Background: an optimization exercise with open tools, aiming at small area. Do not read the settings as production practice. No run shown here included a check of the RTL's function; only the layout flow was run. Power is estimated from default activity; no workload was simulated.

--- design/flow/flow/run.sh ---
#!/bin/bash
# Standard synthesis, then an area-oriented re-mapping of its combinational
# logic (registers untouched), then the standard layout steps.
set -euo pipefail
W=$(pwd)
RES=$W/orfs/results/sky130hd/kitchenTimer/base
bash standard.sh synth > $W/log_1_standard_synth.txt 2>&1
cp $RES/1_2_yosys.v $W/std_synth.v
yosys -c $W/flow/remap.tcl > $W/log_2_remap.txt 2>&1
cp $W/remapped.v $RES/1_2_yosys.v
bash standard.sh "$@" > $W/log_3_layout.txt 2>&1
--- design/flow/standard.sh ---
#!/bin/bash
# synth_recipe.tcl (not shown) runs the flow's synth.tcl, then flattens the netlist and writes it again
# the make line also repeats each setting of config.mk as NAME=value (left out here)
make -C /OpenROAD-flow-scripts/flow DESIGN_CONFIG=/design/flow/config.mk WORK_HOME=/design/flow/orfs CLKGATE_MAP_FILE= SYNTH_SCRIPT=/design/flow/synth_recipe.tcl "${@:-finish}"
--- design/flow/constraint.sdc ---
create_clock -name core_clock -period 10.0 [get_ports {CLK}]
set_input_delay 2.0000 -clock core_clock [delete_from_list [all_inputs] [get_ports {CLK}]]
set_output_delay 2.0000 -clock core_clock [all_outputs]
set_load 0.01 [all_outputs]
--- design/flow/flow/remap.tcl ---
# Re-map the standard synthesis's combinational logic for area.  Flip-flops and
# tie cells are kept as they are (same instances, names and cell types).
yosys -import
set lib $::env(FLOW_HOME)/platforms/sky130hd/lib/sky130_fd_sc_hd__tt_025C_1v80.lib
set dont_use {sky130_fd_sc_hd__probe_p_8 sky130_fd_sc_hd__probec_p_8 sky130_fd_sc_hd__lpflow_bleeder_1 sky130_fd_sc_hd__lpflow_clkbufkapwr_1 sky130_fd_sc_hd__lpflow_clkbufkapwr_16 sky130_fd_sc_hd__lpflow_clkbufkapwr_2 sky130_fd_sc_hd__lpflow_clkbufkapwr_4 sky130_fd_sc_hd__lpflow_clkbufkapwr_8 sky130_fd_sc_hd__lpflow_clkinvkapwr_1 sky130_fd_sc_hd__lpflow_clkinvkapwr_16 sky130_fd_sc_hd__lpflow_clkinvkapwr_2 sky130_fd_sc_hd__lpflow_clkinvkapwr_4 sky130_fd_sc_hd__lpflow_clkinvkapwr_8 sky130_fd_sc_hd__lpflow_decapkapwr_12 sky130_fd_sc_hd__lpflow_decapkapwr_3 sky130_fd_sc_hd__lpflow_decapkapwr_4 sky130_fd_sc_hd__lpflow_decapkapwr_6 sky130_fd_sc_hd__lpflow_decapkapwr_8 sky130_fd_sc_hd__lpflow_inputiso0n_1 sky130_fd_sc_hd__lpflow_inputiso0p_1 sky130_fd_sc_hd__lpflow_inputiso1n_1 sky130_fd_sc_hd__lpflow_inputiso1p_1 sky130_fd_sc_hd__lpflow_inputisolatch_1 sky130_fd_sc_hd__lpflow_isobufsrc_1 sky130_fd_sc_hd__lpflow_isobufsrc_16 sky130_fd_sc_hd__lpflow_isobufsrc_2 sky130_fd_sc_hd__lpflow_isobufsrc_4 sky130_fd_sc_hd__lpflow_isobufsrc_8 sky130_fd_sc_hd__lpflow_isobufsrckapwr_16 sky130_fd_sc_hd__lpflow_lsbuf_lh_hl_isowell_tap_1 sky130_fd_sc_hd__lpflow_lsbuf_lh_hl_isowell_tap_2 sky130_fd_sc_hd__lpflow_lsbuf_lh_hl_isowell_tap_4 sky130_fd_sc_hd__lpflow_lsbuf_lh_isowell_4 sky130_fd_sc_hd__lpflow_lsbuf_lh_isowell_tap_1 sky130_fd_sc_hd__lpflow_lsbuf_lh_isowell_tap_2 sky130_fd_sc_hd__lpflow_lsbuf_lh_isowell_tap_4}
set du_args {}
foreach c $dont_use { lappend du_args -dont_use $c }
read_liberty -ignore_miss_func $lib
read_verilog std_synth.v
hierarchy -top $::env(FLOW_TOP)
blackbox sky130_fd_sc_hd__df* sky130_fd_sc_hd__conb_1
flatten
yosys rename -hide w:*.*
opt_clean -purge
opt_clean
abc -liberty $lib {*}$du_args -script flow/area.abc
opt_clean -purge
splitnets
opt_clean -purge
select $::env(FLOW_TOP)
write_verilog -noattr -nohex -nodec -selected remapped.v
--- design/flow/design.v ---
module kitchenTimer (
	input		M_INPUT,
	input		S_INPUT,
	input		START,
	input		STOP,
	input		UP_DOWN,
	input		CLK,
	input		RES,
	output		DIG_1,
	output		DIG_2,
	output		DIG_3,
	output		DIG_4,
	output	[6:0]	LIGHT_SEG,
	output		DP,
	output		ARM
);
reg	[16:0]	hs;
wire		half = (hs & 17'h1DCD5) == 17'h1DCD5;	 
wire		dbp  = (hs[12:0] == 13'h1000);
reg	rm, dm, rs, ds, rt, dt, ru, du, rp, dp;
always @(posedge CLK or posedge RES) begin
	if (RES) begin
		rm <= 1'b0; dm <= 1'b0; rs <= 1'b0; ds <= 1'b0; rt <= 1'b0;
		dt <= 1'b0; ru <= 1'b0; du <= 1'b0; rp <= 1'b0; dp <= 1'b0;
	end else if (dbp) begin
		rm <= M_INPUT;		dm <= rm;
		rs <= S_INPUT;		ds <= rs;
		rt <= START;		dt <= rt;
		ru <= ~UP_DOWN;		du <= ru;
		rp <= ~(STOP & ~START);	dp <= rp;
	end
end
wire	deb_m     = rm & ~dm & dbp;
wire	deb_s     = rs & ~ds & dbp;
wire	deb_start = rt & ~dt & dbp;
wire	deb_ud    = ru & ~du & dbp;
wire	deb_stop  = rp & ~dp & dbp & ~deb_start;
always @(posedge CLK or posedge RES) begin
	if (RES)
		hs <= 17'd0;
	else if (deb_s | deb_m | half)
		hs <= 17'd0;
	else
		hs <= hs + 17'd1;
end
reg	ls, lt;
always @(posedge CLK or posedge RES) begin
	if (RES) begin
		ls <= 1'b0;
		lt <= 1'b0;
	end else if (deb_start | deb_stop) begin
		ls <= deb_start;
		lt <= deb_stop;
	end
end
reg	[17:0]	os;
wire		osp = (os & 18'h3B9AC) == 18'h3B9AC;	 
always @(posedge CLK or posedge RES) begin
	if (RES)
		os <= 18'd0;
	else if (ls)
		os <= osp ? 18'd0 : os + 18'd1;
end
reg	lud, ps, pm;
reg	pd;		 
always @(posedge CLK or posedge RES) begin
	if (RES) begin
		lud <= 1'b0;
		ps  <= 1'b0;
		pm  <= 1'b0;
	end else begin
		lud <= lud ^ deb_ud;
		ps  <= deb_s | (ds & half);
		pm  <= deb_m | (dm & half);
	end
end
always @(posedge CLK)
	pd <= lud;
reg	[3:0]	sl;
reg	[2:0]	sh;
reg	[3:0]	ml;
reg	[3:0]	mh;
wire	sl_z = (sl == 4'd0);
wire	sh_z = (sh == 3'd0);
wire	ml_z = (ml == 4'd0);
wire	mh_z = (mh == 4'd0);
wire	s_z  = sl_z & sh_z;
wire	all_z = s_z & ml_z & mh_z;
wire	arm_sig = all_z & ls;
wire	cd   = osp & ls & ~all_z;
wire	setm = ~ls & ~lt;
wire	dn   = ls | pd;
wire	en_sl = cd | (setm & ps);
wire	en_sh = en_sl & (dn ? sl_z : (sl == 4'd9));
wire	en_ml = (cd & s_z) | (setm & pm);
wire	en_mh = en_ml & (dn ? ml_z : (ml == 4'd9));
always @(posedge CLK or posedge RES) begin
	if (RES) begin
		sl <= 4'd0;
		sh <= 3'd0;
		ml <= 4'd0;
		mh <= 4'd0;
	end else begin
		if (en_sl)
			sl <= dn ? (sl_z ? 4'd9 : sl - 4'd1) : ((sl == 4'd9) ? 4'd0 : sl + 4'd1);
		if (en_sh)
			sh <= dn ? (sh_z ? 3'd5 : sh - 3'd1) : ((sh == 3'd5) ? 3'd0 : sh + 3'd1);
		if (en_ml)
			ml <= dn ? (ml_z ? 4'd9 : ml - 4'd1) : ((ml == 4'd9) ? 4'd0 : ml + 4'd1);
		if (en_mh)
			mh <= dn ? (mh_z ? 4'd9 : mh - 4'd1) : ((mh == 4'd9) ? 4'd0 : mh + 4'd1);
	end
end
reg	[10:0]	aw;
reg		arm;
always @(posedge CLK or posedge RES) begin
	if (RES) begin
		aw  <= 11'd0;
		arm <= 1'b0;
	end else if (arm_sig) begin
		aw  <= ((aw & 11'h4C4) == 11'h4C4) ? 11'd0 : aw + 11'd1;	 
		if (aw == 11'd0)
			arm <= ~arm;
	end
end
assign ARM = arm;
reg	[7:0]	x;
reg	[1:0]	y;
reg	[3:0]	r;
wire		xw = (x & 8'hF5) == 8'hF5;		 
wire	[1:0]	yn = y + {1'b0, xw};
reg	[3:0]	dsel;
always @(*) begin
	case (yn)
		2'd0:	 dsel = mh;
		2'd1:	 dsel = ml;
		2'd2:	 dsel = {1'b0, sh};
		default: dsel = sl;
	endcase
end
always @(posedge CLK or posedge RES) begin
	if (RES) begin
		x <= 8'd0;
		y <= 2'd0;
		r <= 4'd0;
	end else begin
		x <= xw ? 8'd1 : x + 8'd1;
		y <= yn;
		r <= ~dsel;
	end
end
wire	lit = (x >= 8'd25);
assign DIG_1 = lit & (y == 2'd0);
assign DIG_2 = lit & (y == 2'd1);
assign DIG_3 = lit & (y == 2'd2);
assign DIG_4 = lit & (y == 2'd3);
reg	[6:0]	seg;
always @(*) begin
	case (~r)
		4'h0:	 seg = 7'b1111_110;
		4'h1:	 seg = 7'b0110_000;
		4'h2:	 seg = 7'b1101_101;
		4'h3:	 seg = 7'b1111_001;
		4'h4:	 seg = 7'b0110_011;
		4'h5:	 seg = 7'b1011_011;
		4'h6:	 seg = 7'b1011_111;
		4'h7:	 seg = 7'b1110_010;
		4'h8:	 seg = 7'b1111_111;
		4'h9:	 seg = 7'b1111_011;
		4'hF:	 seg = 7'b0000_000;
		default: seg = 7'b1011_111;
	endcase
end
assign LIGHT_SEG = seg;
assign DP = 1'b0;
endmodule
--- design/flow/config.mk ---
export PLATFORM = sky130hd
export DESIGN_NAME = kitchenTimer
export DESIGN_NICKNAME = kitchenTimer
export VERILOG_FILES = /design/flow/design.v
export SDC_FILE = /design/flow/constraint.sdc
export NUM_CORES = 4
export LEC_CHECK = 0
export CAP_MARGIN = 20
export CORE_MARGIN = 2
export CORE_UTILIZATION = 40
export SLEW_MARGIN = 20
--- design/flow/flow/area.abc ---
strash
dc2
dc2
dc2
strash
&get -n
&dch -f
&nf -R 1000 -p
&put
==> results.py, run 1 <==
metrics = {
    "placed_design": {
        "hpwlAfterDp_mm": 5.95,
        "dp_cells": 625,
        "placed_area_mm2": 0.00470,
        "io_buffer_count": 18,
        "gp_congestion": 0.817,
    },
    "die": {
        "start_util": 0.416,
        "dieArea_mm2": 0.0117,
        "core_area_mm2": 0.0104,
        "rows": 37,
        "die_x_um": 108,
        "fp.dieH_um": 108,
        "io_pins": 20,
    },
    "power": {
        "clockPowerShare": 0.394,
        "seqPwrFrac": 0.590,
        "power.switching_w": 0.000139,
        "cellInternalPower_w": 0.000492,
        "ir_worst_vdd_mv": 0.0666,
        "power.leakage_nw": 2.24,
        "power_w": 0.000631,
        "p_comb_frac": 0.016,
        "p_per_area_mw_per_mm2": 129,
        "switching_share": 0.220,
    },
    "sta": {
        "max_slew.worst_pin.slew_ns": 1.01,
        "fin_crit_ns": 4.13,
        "worst_clock_skew_ns": 0.0123,
        "period_share": 0.413,
        "fin_tns_setup_ns": 0,
        "report.final.hold_viol_count": 0,
        "finalSetupViolations": 0,
        "relSlewSlack": 0.323,
        "finalMaxSlewViolations": 0,
        "fmax_mhz": 242,
        "rsz0062_at_grt": "no",
    },
    "logic_synthesis": {
        "yosys_warnings": 1,
        "syn_inst": 468,
        "netlist_area_mm2": 0.00433,
        "avgSynthCellArea_um2": 9.25,
        "syn-num-nets": 475,
    },
    "global_routing": {
        "grt_pass1_vias": 3353,
        "overflow": 0,
        "grt_max_degree": 56,
        "grt_use_total": 0.159,
        "antenna_found_initial": 0,
        "grt_pass1_wl_mm": 15.0,
    },
    "finish": {
        "stdcell_count": 641,
        "mostFrequentLayoutCells": "91 x dfrtp_1, 67 x nor2_1, 50 x nand2_1, 42 x a21oi_1, 34 x o21ai_0",
        "antenna_cells": 0,
        "finish.instance_area_mm2": 0.00490,
        "final_common_cell": "dfrtp_1",
        "nets": 507,
        "final_core_util": 0.471,
        "syn2layout_area_growth_pct": 13.3,
        "drive_gt1_frac": 0.0376,
    },
    "routing": {
        "ant_nets": 0,
        "drt-initial-drc-count": 139,
        "route.detailed.drc": 0,
        "vias": 3523,
        "wl_mm": 8.49,
        "routedWlPerCell_um": 13.2,
        "dr.pass1.iters": 4,
        "vias_per_cell": 5.50,
    },
    "setup_path": {
        "worst-path-max-fanout": 8,
        "r2r-end": "sh[2]$_DFFE_PP0P_",
        "crit_slowest_cell": "clkdlybuf4s50_1",
        "required_ns": 8.00,
        "cp_cell_sequence": "o311a_1 > nor4_1 > nor2_1 > clkdlybuf4s50_1",
        "worst-r2r-cell-count": 7,
        "crit_family": "buffers and inverters",
        "crit_path_end_kind": "output pin",
        "arrival_ns": 2.13,
        "max_stage_delay_ns": 0.49,
        "worstReg2RegStart": "os[11]$_DFFE_PP0P_",
        "worstSetupPathType": "reg -> out",
        "ff2ff_setup_slack_ns": 7.06,
        "cp-start-kind": "flip-flop",
        "path_buf_inv": 1,
    },
    "clock_tree": {
        "post_cts_buffers": 0,
        "cts_tree": "built",
        "cts_hold_buf": 0,
        "numCtsBuffers": 9,
        "root_buffer": "clkbuf_8",
        "post_cts_resize_count": 0,
        "htree_levels": 3,
        "cts_sinks": 92,
        "clk_pin_slew_ns": 0.09,
        "clock_latency_ns": 0.36,
        "ctsLongestPathBuffers": 2,
    },
    "hold_path": {
        "holdPathStages": 0,
        "min_from": "lud$_DFF_PP0_",
        "holdPathEnd": "pd$_DFF_P_",
        "hold_class": "reg -> reg",
    },
    "status": {
        "outcome": "timing/DRC/antenna clean",
    },
    "job": {
        "max_cap_violations": 0,
    },
}
worst register-to-register path, delay by kind of cell (launching register included):
| kind | cells | cell delay, ns |
|---|---|---|
| AOI/OAI and AO/OA | 4 | 1.48 |
| and+or+nand+nor | 3 | 0.94 |
| DFF | 1 | 0.42 |
flip-flops by register name, summed over array words and instances (netlist names), 2 cells and up:
name	cells
sl	4
y	2
os	18
sh	3
hs	17
mh	4
x	8
r	4
ml	4
aw	11
per-stage QoR:
step           hold WS [ns]  setup slack [ns]
3_3_place_gp          0.376              6.25
2_1_floorplan         0.365              6.47
4_1_cts               0.409              5.82
3_5_place_dp          0.383              6.23
5_1_grt               0.421              5.67
6_report              0.406              5.87
worst max path at each step:
stage                               from              end  slack, ns  cells after the start
final                     x[0]$_DFF_PP0_            DIG_4       5.87                      4
after global routing      x[0]$_DFF_PP0_            DIG_1       5.67                      4
after CTS                 x[0]$_DFF_PP0_            DIG_3       5.82                      4
after detailed placement  x[0]$_DFF_PP0_            DIG_3       6.23                      4
after global placement    x[0]$_DFF_PP0_            DIG_4       6.25                      4
after floorplan                      RES  arm$_DFFE_PP0P_       6.47                      1
per-layer routing:
metal | wire (um) | track usage | up-vias | share of wire
li1 | - | - | 1768 | -
met1 | 4120 | 0.199 | 1712 | 0.49
met2 | 4040 | 0.271 | 33 | 0.48
met3 | 218 | 0.0325 | 10 | 0.026
met4 | 111 | 0.0632 | 0 | 0.013
met5 | 0 | 0 | - | 0
layout make-up:
| type | instances | area, um^2 |
|---|---|---|
| clock buffer | 10 | 128 |
| tap | 136 | 170 |
| inverter | 5 | 20.0 |
| clock inverter | 6 | 72.6 |
| timing repair buffer | 21 | 203 |
| fill | 1015 | 5510 |
| sequential | 92 | 2300 |
| multi-input combinational | 371 | 2010 |
power groups by stage:
| stage | sequential [W] | combinational, W | clock (W) |
|---|---|---|---|
| final | 0.000372 | 0.0000100 | 0.000249 |
| after global placement | 0.000380 | 0.0000108 | 0 |
| after detailed placement | 0.000380 | 0.0000109 | 0 |
| after global routing | 0.000372 | 0.0000121 | 0.000275 |
| after CTS | 0.000372 | 0.0000108 | 0.000262 |
| after floorplan | 0.000380 | 0.00000590 | 0 |
==> run 2: changes to the inputs <==
--- a/design/flow/design.v
+++ b/design/flow/design.v
@@ -17,17 +17,26 @@
 reg	[16:0]	hs;
 wire		half = (hs & 17'h1DCD5) == 17'h1DCD5;	 
 wire		dbp  = (hs[12:0] == 13'h1000);
-reg	rm, dm, rs, ds, rt, dt, ru, du, rp, dp;
+reg	rm, rs, rt, ru, rp;
+reg	dm, ds, dt, du, dp;
 always @(posedge CLK or posedge RES) begin
 	if (RES) begin
-		rm <= 1'b0; dm <= 1'b0; rs <= 1'b0; ds <= 1'b0; rt <= 1'b0;
-		dt <= 1'b0; ru <= 1'b0; du <= 1'b0; rp <= 1'b0; dp <= 1'b0;
+		rm <= 1'b0; rs <= 1'b0; rt <= 1'b0; ru <= 1'b0; rp <= 1'b0;
 	end else if (dbp) begin
-		rm <= M_INPUT;		dm <= rm;
-		rs <= S_INPUT;		ds <= rs;
-		rt <= START;		dt <= rt;
-		ru <= ~UP_DOWN;		du <= ru;
-		rp <= ~(STOP & ~START);	dp <= rp;
+		rm <= M_INPUT;
+		rs <= S_INPUT;
+		rt <= START;
+		ru <= ~UP_DOWN;
+		rp <= ~(STOP & ~START);
+	end
+end
+always @(posedge CLK) begin
+	if (dbp) begin
+		dm <= rm;
+		ds <= rs;
+		dt <= rt;
+		du <= ru;
+		dp <= rp;
 	end
 end
 wire	deb_m     = rm & ~dm & dbp;
==> design/flow/flow/run.sh (replaced) <==
#!/bin/bash
# Standard synthesis, then an area-oriented re-mapping of its combinational
# logic (registers untouched), then the standard layout steps with smaller
# port buffers and clock tree settings.
set -euo pipefail
W=$(pwd)
RES=$W/orfs/results/sky130hd/kitchenTimer/base
bash standard.sh synth > $W/log_1_standard_synth.txt 2>&1
cp $RES/1_2_yosys.v $W/std_synth.v
yosys -c $W/flow/remap.tcl > $W/log_2_remap.txt 2>&1
cp $W/remapped.v $RES/1_2_yosys.v
bash standard.sh \
  "BUFFER_PORTS_ARGS=-buffer_cell sky130_fd_sc_hd__buf_1" \
  "CTS_ARGS=-sink_clustering_enable -repair_clock_nets -dont_use_dummy_load -buf_list {sky130_fd_sc_hd__clkbuf_4 sky130_fd_sc_hd__clkbuf_8}" \
  finish > $W/log_3_layout.txt 2>&1
--- a/design/flow/config.mk
+++ b/design/flow/config.mk
@@ -7,5 +7,5 @@
 export LEC_CHECK = 0
 export CAP_MARGIN = 20
 export CORE_MARGIN = 2
-export CORE_UTILIZATION = 40
+export CORE_UTILIZATION = 70
 export SLEW_MARGIN = 20
==> results.py, run 2 <==
metrics = {
    "status": {
        "outcome": "did not finish",
        "lastStage": "netlist read-in after synthesis",
        "stop_error": "[ERROR STA-0171] /design/flow/orfs/results/sky130hd/kitchenTimer/base/1_2_yosys.v line 399, syntax error",
    },
    "logic_synthesis": {
        "yosys_warnings": 1,
    },
}
==> run 3: changes to the inputs <==
--- a/design/flow/flow/run.sh
+++ b/design/flow/flow/run.sh
@@ -11,5 +11,5 @@
 cp $W/remapped.v $RES/1_2_yosys.v
 bash standard.sh \
   "BUFFER_PORTS_ARGS=-buffer_cell sky130_fd_sc_hd__buf_1" \
-  "CTS_ARGS=-sink_clustering_enable -repair_clock_nets -dont_use_dummy_load -buf_list {sky130_fd_sc_hd__clkbuf_4 sky130_fd_sc_hd__clkbuf_8}" \
+  "CTS_ARGS=-sink_clustering_enable -repair_clock_nets -dont_use_dummy_load" \
   finish > $W/log_3_layout.txt 2>&1
==> results.py, run 3 <==
metrics = {
    "status": {
        "lastStage": "netlist read-in after synthesis",
        "outcome": "did not finish",
        "stop_error": "[ERROR STA-0171] /design/flow/orfs/results/sky130hd/kitchenTimer/base/1_2_yosys.v line 399, syntax error",
    },
    "logic_synthesis": {
        "yosys_warnings": 1,
    },
}
==> run 4: changes to the inputs <==
--- a/design/flow/flow/run.sh
+++ b/design/flow/flow/run.sh
@@ -8,6 +8,7 @@
 bash standard.sh synth > $W/log_1_standard_synth.txt 2>&1
 cp $RES/1_2_yosys.v $W/std_synth.v
 yosys -c $W/flow/remap.tcl > $W/log_2_remap.txt 2>&1
+if grep -qE "^\s*(reg|always)\b" $W/remapped.v; then echo "remapped netlist is not structural" >&2; exit 1; fi
 cp $W/remapped.v $RES/1_2_yosys.v
 bash standard.sh \
   "BUFFER_PORTS_ARGS=-buffer_cell sky130_fd_sc_hd__buf_1" \
--- a/design/flow/flow/remap.tcl
+++ b/design/flow/flow/remap.tcl
@@ -8,7 +8,7 @@
 read_liberty -ignore_miss_func $lib
 read_verilog std_synth.v
 hierarchy -top $::env(FLOW_TOP)
-blackbox sky130_fd_sc_hd__df* sky130_fd_sc_hd__conb_1
+blackbox sky130_fd_sc_hd__*df* sky130_fd_sc_hd__*dl* sky130_fd_sc_hd__conb_1
 flatten
 yosys rename -hide w:*.*
 opt_clean -purge
==> results.py, run 4 <==
metrics = {
    "finish": {
        "multi_input_area_mm2": 0.00188,
        "final_core_util": 0.770,
        "nets": 483,
        "final_common_cell": "dfrtp_1",
        "seq_area_mm2": 0.00232,
        "stdcell_count": 549,
        "top_register": "os",
        "drive_gt1_frac": 0.0274,
        "largest_registers": "os: 18 flops, hs: 17 flops, aw: 11 flops",
        "mostFrequentLayoutCells": "86 x dfrtp_1, 62 x nor2_1, 39 x a21oi_1, 37 x nor3_1, 37 x nand2_1",
        "antenna_cells": 0,
        "fillers": 410,
        "syn2layout_area_growth_pct": 7.19,
        "largest_reg_flops": 18,
    },
    "routing": {
        "vias_per_cell": 6.22,
        "ant_nets": 0,
        "route.detailed.drc": 0,
        "wl_mm": 8.21,
        "drt-initial-drc-count": 225,
        "routedWlPerCell_um": 15.0,
        "dr.pass1.iters": 5,
        "vias": 3414,
    },
    "power": {
        "power.leakage_nw": 2.13,
        "seqPwrFrac": 0.650,
        "p_per_area_mw_per_mm2": 127,
        "p_comb_frac": 0.015,
        "ir_worst_vdd_mv": 0.112,
        "power.switching_w": 0.000121,
        "cellInternalPower_w": 0.000457,
        "clockPowerShare": 0.335,
        "switching_share": 0.209,
    },
    "global_routing": {
        "grt_pass1_vias": 3200,
        "overflow": 0,
        "grt_use_total": 0.270,
        "grt_max_degree": 73,
        "grt_pass1_wl_mm": 13.9,
        "antenna_found_initial": 0,
    },
    "hold_path": {
        "holdPathStages": 0,
        "hold_class": "reg -> reg",
    },
    "die": {
        "fp.dieH_um": 81.7,
        "core_area_mm2": 0.00589,
        "io_pins": 20,
        "start_util": 0.719,
        "die_x_um": 81.7,
        "rows": 28,
        "dieArea_mm2": 0.00668,
    },
    "sta": {
        "holdWs_ns": 0.393,
        "finalMaxSlewViolations": 0,
        "rsz0062_at_grt": "no",
        "relSlewSlack": 0.414,
        "period_share": 0.381,
        "worst_clock_skew_ns": 0.0194,
        "fmax_mhz": 263,
        "fin_tns_setup_ns": 0,
        "report.final.hold_viol_count": 0,
        "finalSetupViolations": 0,
        "max_slew.worst_pin.slew_ns": 0.879,
        "fin_crit_ns": 3.81,
    },
    "logic_synthesis": {
        "syn_inst": 445,
        "netlist_area_mm2": 0.00423,
        "syn-num-nets": 452,
        "yosys_warnings": 1,
        "avgSynthCellArea_um2": 9.51,
    },
    "setup_path": {
        "required_ns": 8.00,
        "worst-path-max-fanout": 7,
        "worstSetupPathType": "reg -> out",
        "crit_path_end_kind": "output pin",
        "cp-start-kind": "flip-flop",
        "arrival_ns": 1.81,
        "worst-r2r-cell-count": 6,
    },
    "clock_tree": {
        "cts_sinks": 92,
        "htree_levels": 3,
        "clk_pin_slew_ns": 0.09,
        "post_cts_buffers": 0,
        "post_cts_resize_count": 0,
        "cts_tree": "built",
        "ctsLongestPathBuffers": 2,
        "numCtsBuffers": 9,
        "cts_hold_buf": 0,
        "root_buffer": "clkbuf_8",
        "clock_latency_ns": 0.36,
    },
    "placed_design": {
        "hpwlAfterDp_mm": 5.76,
        "dp_cells": 540,
        "gp_congestion": 0.795,
        "io_buffer_count": 18,
    },
    "status": {
        "outcome": "timing/DRC/antenna clean",
    },
    "job": {
        "max_cap_violations": 0,
    },
}
[run 4: final timing paths]
| check | start | to | slack [ns] |
|---|---|---|---|
| worst max-delay path | x[0]$_DFF_PP0_ | DIG_3 | 6.19 |
| worst max register to register | ls$_DFFE_PP0P_ | sh[2]$_DFFE_PP0P_ | 7.06 |
| max in group asynchronous | RES | y[0]$_DFF_PP0_ | 7.33 |
| worst min register to register | lud$_DFF_PP0_ | pd$_DFF_P_ | 0.39 |
| worst min-delay path | lud$_DFF_PP0_ | pd$_DFF_P_ | 0.39 |
| min in group asynchronous | RES | rm$_DFFE_PP0N_ | 1.53 |
[run 4: critical path, stage by stage (launching register included)]
cell and delay (ns):
dfrtp_1 0.46, nor3_1 0.20, nor2_1 0.06, nor4_1 0.36
nand2b_1 0.20, nor2_1 0.05, buf_1 0.12
[run 4: per-stage QoR]
stage	worst slack, ns	area, um^2	power, W
global placement	6.70	4410	0.000392
floorplan	6.57	4230	0.000389
finish	6.19	4530	0.000578
global route	6.03	4530	0.000596
CTS	6.23	4530	0.000581
detailed placement	6.61	4410	0.000393
[run 4: final cells by class]
type	count	area share
repair buffers	20	0.0182
inverters	8	0.00690
multi-input cells	345	0.415
clock buffers	9	0.0273
well taps	75	0.0207
flip-flops and latches	92	0.512
[run 4: routing by layer]
layer	share of wire	vias to the layer above	global-route usage
met5	0	-	0
met4	0.013	0	0.0917
met3	0.039	12	0.0527
met2	0.49	86	0.448
met1	0.46	1639	0.359
li1	-	1677	-
[run 4: power groups by stage]
stage | Combinational, W | Clock (W) | Sequential, W
2_1_floorplan | 0.00000602 | 0 | 0.000383
3_3_place_gp | 0.00000886 | 0 | 0.000383
3_5_place_dp | 0.00000923 | 0 | 0.000383
4_1_cts | 0.00000921 | 0.000196 | 0.000376
5_1_grt | 0.0000104 | 0.000209 | 0.000376
6_report | 0.00000859 | 0.000193 | 0.000376
==> run 5: changes to the inputs <==
--- a/design/flow/flow/run.sh
+++ b/design/flow/flow/run.sh
@@ -12,5 +12,5 @@
 cp $W/remapped.v $RES/1_2_yosys.v
 bash standard.sh \
   "BUFFER_PORTS_ARGS=-buffer_cell sky130_fd_sc_hd__buf_1" \
-  "CTS_ARGS=-sink_clustering_enable -repair_clock_nets -dont_use_dummy_load" \
+  "CTS_ARGS=-sink_clustering_enable -repair_clock_nets -dont_use_dummy_load -buf_list {sky130_fd_sc_hd__clkbuf_4 sky130_fd_sc_hd__clkbuf_8}" \
   finish > $W/log_3_layout.txt 2>&1
==> results.py, run 5 <==
metrics = {
    "clock_tree": {
        "ctsLongestPathBuffers": 2,
        "cts_hold_buf": 0,
        "htree_levels": 3,
        "post_cts_resize_count": 0,
        "post_cts_buffers": 0,
        "root_buffer": "clkbuf_8",
        "clock_latency_ns": 0.36,
        "cts_tree": "built",
        "clk_pin_slew_ns": 0.09,
        "numCtsBuffers": 9,
        "cts_sinks": 92,
    },
    "hold_path": {
        "min_from": "lud$_DFF_PP0_",
        "holdPathEnd": "pd$_DFF_P_",
        "holdPathStages": 0,
        "hold_class": "reg -> reg",
    },
    "setup_path": {
        "crit_path_end_kind": "output pin",
        "cp_cell_sequence": "nor3_1 > nor2_1 > nor4_1 > nand2b_1 > nor2_1 > buf_1",
        "worstReg2RegStart": "ls$_DFFE_PP0P_",
        "worstSetupPathType": "reg -> out",
        "cp-start-kind": "flip-flop",
        "required_ns": 8.00,
        "ff2ff_setup_slack_ns": 7.06,
        "crit_slowest_cell": "dfrtp_1",
        "worst-path-max-fanout": 7,
        "arrival_ns": 1.81,
        "max_stage_delay_ns": 0.46,
        "crit_top_cell": "nor2_1",
        "r2r-end": "sh[2]$_DFFE_PP0P_",
        "worst-r2r-cell-count": 6,
    },
    "sta": {
        "relSlewSlack": 0.414,
        "max_slew.worst_pin.slew_ns": 0.879,
        "holdWs_ns": 0.393,
        "report.final.hold_viol_count": 0,
        "worst_clock_skew_ns": 0.0194,
        "finalMaxSlewViolations": 0,
        "rsz0062_at_grt": "no",
        "fin_tns_setup_ns": 0,
        "fin_crit_ns": 3.81,
        "fmax_mhz": 263,
        "finalSetupViolations": 0,
        "period_share": 0.381,
    },
    "finish": {
        "drive_gt1_frac": 0.0274,
        "final_common_cell": "dfrtp_1",
        "top_register": "os",
        "fillers": 410,
        "largest_registers": "os: 18 flops, hs: 17 flops, aw: 11 flops",
        "mostFrequentLayoutCells": "86 x dfrtp_1, 62 x nor2_1, 39 x a21oi_1, 37 x nor3_1, 37 x nand2_1",
        "largest_reg_flops": 18,
        "nets": 483,
        "antenna_cells": 0,
        "syn2layout_area_growth_pct": 7.19,
    },
    "power": {
        "switching_share": 0.209,
        "power.switching_w": 0.000121,
        "p_comb_frac": 0.015,
        "seqPwrFrac": 0.650,
        "cellInternalPower_w": 0.000457,
        "power.leakage_nw": 2.13,
        "p_per_area_mw_per_mm2": 127,
        "ir_worst_vdd_mv": 0.112,
        "clockPowerShare": 0.335,
    },
    "global_routing": {
        "grt_pass1_wl_mm": 13.9,
        "overflow": 0,
        "grt_max_degree": 73,
        "antenna_found_initial": 0,
        "grt_pass1_vias": 3200,
        "grt_use_total": 0.270,
    },
    "die": {
        "dieArea_mm2": 0.00668,
        "io_pins": 20,
        "fp.dieH_um": 81.7,
        "core_area_mm2": 0.00589,
        "rows": 28,
        "die_x_um": 81.7,
        "start_util": 0.719,
    },
    "logic_synthesis": {
        "syn_inst": 445,
        "syn-num-nets": 452,
        "netlist_area_mm2": 0.00423,
        "avgSynthCellArea_um2": 9.51,
        "yosys_warnings": 1,
    },
    "routing": {
        "routedWlPerCell_um": 15.0,
        "wl_mm": 8.21,
        "route.detailed.drc": 0,
        "dr.pass1.iters": 5,
        "ant_nets": 0,
        "vias": 3414,
        "drt-initial-drc-count": 225,
        "vias_per_cell": 6.22,
    },
    "placed_design": {
        "io_buffer_count": 18,
        "hpwlAfterDp_mm": 5.76,
        "gp_congestion": 0.795,
    },
    "job": {
        "max_cap_violations": 0,
    },
    "status": {
        "outcome": "timing/DRC/antenna clean",
    },
}
[run 5: through the flow]
stage	setup slack, ns	utilization	power (W)	area (um^2)	cells
6_report	6.19	0.770	0.000578	4530	549
3_5_place_dp	6.61	0.749	0.000393	4410	540
3_3_place_gp	6.70	0.749	0.000392	4410	540
4_1_cts	6.23	0.770	0.000581	4530	549
5_1_grt	6.03	0.770	0.000596	4530	549
2_1_floorplan	6.57	-	0.000389	4230	445
[run 5: worst max path at each step]
| stage | start | to | cells past startpoint |
|---|---|---|---|
| after floorplan | RES | arm$_DFFE_PP0P_ | 1 |
| after global placement | x[0]$_DFF_PP0_ | DIG_3 | 6 |
| after detailed placement | x[0]$_DFF_PP0_ | DIG_3 | 6 |
| after CTS | x[0]$_DFF_PP0_ | DIG_3 | 6 |
| after global routing | x[0]$_DFF_PP0_ | DIG_3 | 6 |
| final | x[0]$_DFF_PP0_ | DIG_3 | 6 |
[run 5: area by class of cell]
type / count / area [um^2] / area share
clock buffer: 9 / 124 / 0.0273
tap: 75 / 93.8 / 0.0207
inverter: 8 / 31.3 / 0.00690
sequential: 92 / 2320 / 0.512
timing repair buffer: 20 / 82.6 / 0.0182
multi-input combinational: 345 / 1880 / 0.415
[run 5: layer usage]
layer	vias up	routed length, um	GRT usage
li1	1677	-	-
met1	1639	3760	0.359
met2	86	4030	0.448
met3	12	319	0.0527
met4	0	103	0.0917
met5	-	0	0
[run 5: critical path, delay by kind of cell (launching register included)]
kind	cells	cell delay (ns)
buffers and inverters	1	0.12
flip-flops	1	0.46
AND/OR/NAND/NOR	5	0.87
[run 5: power groups by stage]
stage / registers (W) / clock network (W) / logic [W]
final: 0.000376 / 0.000193 / 0.00000859
after detailed placement: 0.000383 / 0 / 0.00000923
after CTS: 0.000376 / 0.000196 / 0.00000921
after global routing: 0.000376 / 0.000209 / 0.0000104
after floorplan: 0.000383 / 0 / 0.00000602
after global placement: 0.000383 / 0 / 0.00000886
==> run 6: changes to the inputs <==
--- a/design/flow/design.v
+++ b/design/flow/design.v
@@ -17,26 +17,17 @@
 reg	[16:0]	hs;
 wire		half = (hs & 17'h1DCD5) == 17'h1DCD5;	 
 wire		dbp  = (hs[12:0] == 13'h1000);
-reg	rm, rs, rt, ru, rp;
-reg	dm, ds, dt, du, dp;
+reg	rm, dm, rs, ds, rt, dt, ru, du, rp, dp;
 always @(posedge CLK or posedge RES) begin
 	if (RES) begin
-		rm <= 1'b0; rs <= 1'b0; rt <= 1'b0; ru <= 1'b0; rp <= 1'b0;
+		rm <= 1'b0; dm <= 1'b0; rs <= 1'b0; ds <= 1'b0; rt <= 1'b0;
+		dt <= 1'b0; ru <= 1'b0; du <= 1'b0; rp <= 1'b0; dp <= 1'b0;
 	end else if (dbp) begin
-		rm <= M_INPUT;
-		rs <= S_INPUT;
-		rt <= START;
-		ru <= ~UP_DOWN;
-		rp <= ~(STOP & ~START);
-	end
-end
-always @(posedge CLK) begin
-	if (dbp) begin
-		dm <= rm;
-		ds <= rs;
-		dt <= rt;
-		du <= ru;
-		dp <= rp;
+		rm <= M_INPUT;		dm <= rm;
+		rs <= S_INPUT;		ds <= rs;
+		rt <= START;		dt <= rt;
+		ru <= ~UP_DOWN;		du <= ru;
+		rp <= ~(STOP & ~START);	dp <= rp;
 	end
 end
 wire	deb_m     = rm & ~dm & dbp;
==> design/flow/run.sh (new file) <==
#!/bin/bash
# synth_recipe.tcl (not shown) runs the flow's synth.tcl, then flattens the netlist and writes it again
# the make line also repeats each setting of config.mk as NAME=value (left out here)
make -C /OpenROAD-flow-scripts/flow DESIGN_CONFIG=/design/flow/config.mk WORK_HOME=/design/flow/orfs CLKGATE_MAP_FILE= SYNTH_SCRIPT=/design/flow/synth_recipe.tcl finish
--- a/design/flow/config.mk
+++ b/design/flow/config.mk
@@ -7,5 +7,5 @@
 export LEC_CHECK = 0
 export CAP_MARGIN = 20
 export CORE_MARGIN = 2
-export CORE_UTILIZATION = 70
+export CORE_UTILIZATION = 40
 export SLEW_MARGIN = 20
removed: design/flow/flow/run.sh
removed: design/flow/flow/area.abc
removed: design/flow/flow/remap.tcl
removed: design/flow/standard.sh
==> results.py, run 6 <==
metrics = {
    "status": {
        "outcome": "timing/DRC/antenna clean",
    },
    "global_routing": {
        "grt_max_degree": 52,
        "grt_pass1_vias": 3701,
        "grt_use_total": 0.149,
        "antenna_found_initial": 0,
        "grt_pass1_wl_mm": 17.4,
        "overflow": 0,
    },
    "sta": {
        "worst_clock_skew_ns": 0.00693,
        "fin_crit_ns": 4.27,
        "finalSetupViolations": 0,
        "period_share": 0.427,
        "finalMaxSlewViolations": 0,
        "fin_tns_setup_ns": 0,
        "relSlewSlack": 0.358,
        "rsz0062_at_grt": "no",
        "fmax_mhz": 234,
        "max_slew.worst_pin.slew_ns": 0.959,
        "setup_ws_ns": 5.73,
        "holdWs_ns": 0.398,
        "report.final.hold_viol_count": 0,
    },
    "setup_path": {
        "path_buf_inv": 1,
        "worst-r2r-cell-count": 5,
        "max_stage_delay_ns": 0.47,
        "arrival_ns": 2.27,
        "required_ns": 8.00,
        "ff2ff_setup_slack_ns": 7.41,
        "cp-start-kind": "flip-flop",
        "cp_cell_sequence": "ha_1 > nor2_1 > a21oi_1 > or4_1 > and3_1 > clkdlybuf4s50_1",
        "worst-path-max-fanout": 5,
        "r2r-end": "mh[0]$_DFFE_PP0P_",
        "crit_family": "simple AND/OR/NAND/NOR gates",
        "worstReg2RegStart": "ls$_DFFE_PP0P_",
        "crit_slowest_cell": "clkdlybuf4s50_1",
        "crit_path_end_kind": "output pin",
        "worstSetupPathType": "reg -> out",
    },
    "die": {
        "core_area_mm2": 0.0128,
        "io_pins": 20,
        "fp.dieH_um": 119,
        "rows": 41,
        "start_util": 0.414,
        "die_x_um": 119,
        "dieArea_mm2": 0.0141,
    },
    "routing": {
        "vias": 3990,
        "wl_mm": 9.87,
        "ant_nets": 0,
        "dr.pass1.iters": 4,
        "vias_per_cell": 5.38,
        "drt-initial-drc-count": 202,
        "route.detailed.drc": 0,
        "routedWlPerCell_um": 13.3,
    },
    "clock_tree": {
        "cts_hold_buf": 0,
        "clock_latency_ns": 0.35,
        "clk_pin_slew_ns": 0.07,
        "post_cts_resize_count": 0,
        "ctsLongestPathBuffers": 2,
        "root_buffer": "clkbuf_16",
        "post_cts_buffers": 0,
        "cts_tree": "built",
        "numCtsBuffers": 9,
        "htree_levels": 3,
        "cts_sinks": 92,
    },
    "hold_path": {
        "hold_class": "reg -> reg",
        "holdPathStages": 0,
        "min_from": "lud$_DFF_PP0_",
        "holdPathEnd": "pd$_DFF_P_",
    },
    "logic_synthesis": {
        "synth_top_area_share": 0.431,
        "netlist_area_mm2": 0.00528,
        "avgSynthCellArea_um2": 9.40,
        "syn_inst": 562,
        "yosys.area.top_type": "dfrtp_1",
        "netlist_top_cells_area": "dfrtp_1 43%, o21ai_0 4.3%, nor2_1 4.0%, xor2_1 3.8%, nand2_1 3.8%",
        "ys_seq_area_frac": 0.435,
        "ys_async_sr_fraction": 0.989,
        "ys.flop_type": "dfrtp_1",
        "yosysMostFrequentCell": "dfrtp_1",
        "synth_commonest_cells": "91 x dfrtp_1, 57 x nor2_1, 53 x nand2_1",
        "syn-num-nets": 583,
        "ys_ff_latch": 92,
        "yosys_warnings": 1,
        "synth_edf_count": 0,
        "ys_types": 71,
    },
    "finish": {
        "nets": 585,
        "largest_reg_flops": 18,
        "stdcell_count": 741,
        "top_register": "os",
        "drive_gt1_frac": 0.0896,
        "final_common_cell": "dfrtp_1",
        "largest_registers": "os: 18 flops, hs: 17 flops, aw: 11 flops",
        "syn2layout_area_growth_pct": 10.2,
        "mostFrequentLayoutCells": "91 x dfrtp_1, 57 x nor2_1, 53 x nand2_1, 45 x o21ai_0, 24 x inv_1",
        "fillers": 1210,
        "antenna_cells": 0,
    },
    "power": {
        "p_per_area_mw_per_mm2": 122,
        "ir_worst_vdd_mv": 0.0807,
        "power.leakage_nw": 2.45,
    },
    "placed_design": {
        "dp_cells": 725,
        "gp_congestion": 0.780,
        "preCtsSetupSlack_ns": 6.10,
        "hpwlAfterDp_mm": 6.74,
        "io_buffer_count": 18,
    },
    "job": {
        "max_cap_violations": 0,
    },
}
## run 6: layer usage
layer	routed length [um]	global-route usage	share of wire
met5	0	0	0
met4	165	0.0543	0.017
met3	301	0.0412	0.030
met1	4950	0.203	0.50
met2	4460	0.225	0.45
## run 6: layout make-up
| class | instances | area [um^2] | area share |
|---|---|---|---|
| timing repair buffer | 20 | 195 | 0.0335 |
| multi-input combinational | 416 | 2740 | 0.470 |
| clock buffer | 9 | 225 | 0.0387 |
| clock inverter | 7 | 57.6 | 0.00989 |
| sequential | 92 | 2300 | 0.395 |
| inverter | 25 | 95.1 | 0.0163 |
| tap | 172 | 215 | 0.0370 |
## run 6: worst max path at each step
stage | from | end | slack (ns) | depth (start not counted)
final | x[0]$_DFF_PP0_ | DIG_4 | 5.73 | 6
after global routing | x[0]$_DFF_PP0_ | DIG_1 | 5.58 | 6
after CTS | x[0]$_DFF_PP0_ | DIG_4 | 5.71 | 6
after detailed placement | x[0]$_DFF_PP0_ | DIG_4 | 6.10 | 6
after global placement | x[0]$_DFF_PP0_ | DIG_4 | 6.13 | 6
after floorplan | RES | arm$_DFFE_PP0P_ | 5.64 | 1
## run 6: per-stage QoR
step / total power, W / cell area [um^2] / util
floorplan: 0.000387 / 5280 / -
global placement: 0.000391 / 5540 / 0.434
detailed placement: 0.000392 / 5540 / 0.434
CTS: 0.000724 / 5820 / 0.456
global route: 0.000739 / 5820 / 0.456
finish: 0.000709 / 5820 / 0.456
## run 6: kinds of logic (layout without fill, tap and decap cells)
family,count (synthesis),count (layout),share of synthesized area
flops,92,92,0.435
compound gates,114,114,0.137
other cells,1,1,0.000710
buf+inv,54,61,0.0474
xor+xnor,38,38,0.0630
simple gates,228,228,0.238
mux,21,21,0.0464
fa+ha+maj,14,14,0.0332
## run 6: power by group
group,internal (W),switching (W)
Clock,0.000172,0.000153
Sequential,0.000373,0.000000443
Combinational,0.00000296,0.00000760
Total,0.000548,0.000161

re-timing with driven ports:
Ports are ideal in the flow. The routed layouts listed here were re-timed in OpenROAD.
Step 1 (the two cells are an assumption about what drives the block):
set clk [get_ports {CLK}]
set_driving_cell -lib_cell sky130_fd_sc_hd__clkbuf_16 $clk
set_driving_cell -lib_cell sky130_fd_sc_hd__buf_2 [delete_from_list [all_inputs] $clk]
Step 2 moves the port delays by t, midway between the first and last clock arrival at a register: inputs arrive t later, outputs are due t later. That takes back most of the time a late clock gives input paths.
Three values: ideal, step 1, step 2; two values: the first two.
| run | t, ns | setup WS [ns] | worst hold slack (ns) | worst register clock-pin slew, ns | cell pins on the clock port's net |
|---|---|---|---|---|---|
| run 1 | 0.385 | 5.866 / 5.832 / 6.217 | 0.406 / 0.406 / 0.406 | 0.10 / 0.10 | 1 |
| run 4 | 0.379 | 6.193 / 6.165 / 6.544 | 0.393 / 0.393 / 0.393 | 0.09 / 0.09 | 1 |
| run 5 | 0.379 | 6.193 / 6.165 / 6.544 | 0.393 / 0.393 / 0.393 | 0.09 / 0.09 | 1 |
| run 6 | 0.385 | 5.730 / 5.692 / 6.077 | 0.398 / 0.398 / 0.398 | 0.07 / 0.07 | 1 |
After both steps every run listed still meets setup and hold.
